This design comes from an exercise in tuning for small area and a short achievable clock period on the open sky130 flow, not from production work.
Only simulation tests tie the RTL to the original design; equivalence was not proved.
Power is estimated from default activity; no workload was simulated.

## rev 12
==> flow/design.v (excerpt) <==
module fpu16_top(
    input         aclk,
    input  [15:0] a,
    input  [15:0] b,
    input         a_valid,
    input         b_valid,
    output [15:0] add_result,
    output        add_valid,
    output [15:0] sub_result,
    output        sub_valid,
    output [15:0] mul_result,
    output        mul_valid,
    output [7:0]  cmp_result,
    output        cmp_valid
    );
    reg v0, v1, v2, v3, v4, v5;
    always @(posedge aclk) begin
        v0 <= a_valid & b_valid;
        v1 <= v0; v2 <= v1; v3 <= v2; v4 <= v3; v5 <= v4;
    end
    reg [15:0] a0, b0;
    reg cmp_q, a_gt;
    wire ge, mag_gt;
    fpu_cmp_core u_cmp(.a(a), .b(b), .ge(ge), .mag_gt(mag_gt));
    always @(posedge aclk) begin
        a0 <= a;
        b0 <= b;
        cmp_q <= ge;
        a_gt <= mag_gt;
    end
    assign cmp_result = {7'b0, cmp_q};
    assign cmp_valid = v0;
    wire [14:0] l0 = a_gt ? a0[14:0] : b0[14:0];
    wire [14:0] s0 = a_gt ? b0[14:0] : a0[14:0];
    wire hl0 = |l0[14:10];
    wire hs0 = |s0[14:10];
  ...
export LEC_CHECK = 0
export ABC_AREA = 1
export CAP_MARGIN = 20
export CORE_MARGIN = 2
export CORE_UTILIZATION = 60
export CTS_CLUSTER_DIAMETER = 100
export CTS_CLUSTER_SIZE = 30
export SETUP_SLACK_MARGIN = 5.0
export SLEW_MARGIN = 20
create_clock -name core_clock -period 8.0 [get_ports {aclk}]
standard.sh (not shown) runs the stock make flow with config.mk's settings and CLKGATE_MAP_FILE= SYNTH_SCRIPT=/design/flow/synth_recipe.tcl, a recipe that flattens the netlist after the stock synthesis.
==> flow/flow/run.sh <==
#!/bin/bash
# The standard layout, with buf_2 cells as the port buffers and setup repair
# aimed at a 2.64 ns period (slack margin 5.36 ns at the 8 ns clock).
set -euo pipefail
bash standard.sh SETUP_SLACK_MARGIN=5.36 "BUFFER_PORTS_ARGS=-buffer_cell sky130_fd_sc_hd__buf_2" finish > standard.log 2>&1
Rev 12 went all the way through synthesis, placement and routing and the layout is clean on timing, DRC and antenna.
The inputs of rev 13 differ from those of rev 12 as listed below.
-- flow/design.v --
<<< rev 12, line 410
    reg [21:0] cs0_2, cs1_2, cs2_2;
    reg [6:0] t2;
    reg msg2, nan2;
    always @(posedge aclk) begin
        cs0_2 <= nan1 ? {2'b01, payload, 10'b0} : cs0;
        cs1_2 <= nan1 ? 22'b0 : cs1;
        cs2_2 <= nan1 ? 22'b0 : cs2;
        t2    <= ((~hs1 & ~(|s1[9:0])) & ~nan1) ? 7'b1110000 :
                 {2'b0, le1} + {2'b0, se1} - 7'd15;
        msg2  <= es1;
        nan2  <= nan1;
    end
    wire [21:0] q_s = cs0_2 ^ cs1_2 ^ cs2_2;
>>> rev 13, line 410
    reg [21:0] cs0_2, cs1_2, cs2_2;
    reg [6:0] t2;
    reg msg2, nan2, zero2;
    always @(posedge aclk) begin
        cs0_2 <= nan1 ? {2'b01, payload, 10'b0} : cs0;
        cs1_2 <= nan1 ? 22'b0 : cs1;
        cs2_2 <= nan1 ? 22'b0 : cs2;
        t2    <= {2'b0, le1} + {2'b0, se1} - 7'd15;
        msg2  <= es1;
        nan2  <= nan1;
        zero2 <= ~hs1 & ~(|s1[9:0]);
    end
    wire [21:0] q_s = cs0_2 ^ cs1_2 ^ cs2_2;
<<< rev 12, line 425
    reg [21:0] q3;
    reg [6:0] t3;
    reg msg3, nan3;
    always @(posedge aclk) begin
        q3    <= q_sum;
>>> rev 13, line 425
    reg [21:0] q3;
    reg [6:0] t3;
    reg msg3, nan3, zero3;
    always @(posedge aclk) begin
        q3    <= q_sum;
<<< rev 12, line 431
        msg3  <= msg2;
        nan3  <= nan2;
    end
    wire [3:0] lq;
>>> rev 13, line 431
        msg3  <= msg2;
        nan3  <= nan2;
        zero3 <= zero2;
    end
    wire [3:0] lq;
<<< rev 12, line 437
    reg [21:0] q4;
    reg [6:0] l4, e4;
    reg normal4, msg4, nan4;
    always @(posedge aclk) begin
        q4      <= q3;
>>> rev 13, line 438
    reg [21:0] q4;
    reg [6:0] l4, e4;
    reg normal4, msg4, nan4, zero4;
    always @(posedge aclk) begin
        q4      <= q3;
<<< rev 12, line 445
        msg4    <= msg3;
        nan4    <= nan3;
    end
    wire [32:0] q_pad = {q4, 11'b0};
>>> rev 13, line 446
        msg4    <= msg3;
        nan4    <= nan3;
        zero4   <= zero3;
    end
    wire [32:0] q_pad = {q4, 11'b0};
<<< rev 12, line 459
    reg [10:0] mant5;
    reg [4:0] e5;
    reg inc5, ovn5, ovc5, normal5, msg5, nan5;
    always @(posedge aclk) begin
        mant5   <= win[11:1];
>>> rev 13, line 461
    reg [10:0] mant5;
    reg [4:0] e5;
    reg inc5, ovn5, ovc5, normal5, msg5, nan5, zero5;
    always @(posedge aclk) begin
        mant5   <= win[11:1];
<<< rev 12, line 469
        msg5    <= msg4;
        nan5    <= nan4;
    end
    wire [11:0] mr = {1'b0, mant5} + inc5;
>>> rev 13, line 471
        msg5    <= msg4;
        nan5    <= nan4;
        zero5   <= zero4;
    end
    wire [11:0] mr = {1'b0, mant5} + inc5;
<<< rev 12, line 474
    wire ovf = carry ? ovc5 : ovn5;
    wire [4:0] field = ~normal5 ? {4'b0, mr[10]} : carry ? e5 + 5'd1 : e5;
    wire [15:0] mul_c = nan5 ? {msg5, 5'b11111, mr[9:0]} :
                        ovf ? {msg5, 5'b11111, 10'b0} : {msg5, field, mr[9:0]};
    wire mul_err = nan5 | ovf;
    reg [15:0] mul_q;
    reg mul_vq;
>>> rev 13, line 477
    wire ovf = carry ? ovc5 : ovn5;
    wire [4:0] field = ~normal5 ? {4'b0, mr[10]} : carry ? e5 + 5'd1 : e5;
    wire [15:0] mul_c = nan5 ? {msg5, 5'b11111, mr[9:0]} : zero5 ? {msg5, 15'b0} :
                        ovf ? {msg5, 5'b11111, 10'b0} : {msg5, field, mr[9:0]};
    wire mul_err = nan5 | (ovf & ~zero5);
    reg [15:0] mul_q;
    reg mul_vq;
[summary]
- Per the comparison of rev 13 with rev 12, sequential share of power rose 0.6 points; post-route cell area shrank by about 0.6%; global-route usage picked up an extra 0.65 points.
- Compared with rev 12, total wirelength of the detailed-routed design in rev 13 increased slightly.
- Total clock network power: rev 12 vs rev 13, no meaningful difference
- Worst-case setup margin in the final layout delta (rev 13 − rev 12): unfavourable
- Rev 12 and rev 13 ended up with nearly the same areal power density over the cells.
- Rev 12 and rev 13 ended up with nearly the same delay contributed by the slowest stage of the critical path.
- The synthesized cell count of rev 13 is lower than that of rev 12.
- As far as total count of hold-check failures in the final report is concerned, rev 13 and rev 12 perform about the same.
- Rev 12 has lower final period demand of the worst path than rev 13.
- | standard cell core area | rev 13 vs rev 12 | ≈ equal |
- Area enclosed by the die boundary in rev 13 is 130 um^2 lower than in rev 12

[separate check: timing with driven ports]
No port has a modelled driver above. Below, the same layouts with a new extraction and two added sets of constraints.
Step 1 (the two cells are an assumption about what drives the block):
set clk [get_ports {aclk}]
set_driving_cell -lib_cell sky130_fd_sc_hd__clkbuf_16 $clk
set_driving_cell -lib_cell sky130_fd_sc_hd__buf_2 [delete_from_list [all_inputs] $clk]
Step 2 also shifts input and output timing later by t, the mid clock arrival at the registers, as if the neighbouring blocks saw the same clock.
a / b / c = ideal ports / drivers / drivers and shift; a / b = the first two.
run	t, ns	setup WS [ns]	worst setup path after step 2	worst register clock-pin slew, ns	cell pins on the clock port's net
rev 12	0.568	5.412 / 5.362 / 4.951	input to register	0.11 / 0.11	1
rev 13	0.579	5.397 / 5.348 / 4.894	input to register	0.12 / 0.12	1
After both steps setup and hold are still met in every run listed. For rev 13, which loses most, drivers alone change the setup slack by -0.049 ns; drivers and shift together by -0.503 ns.
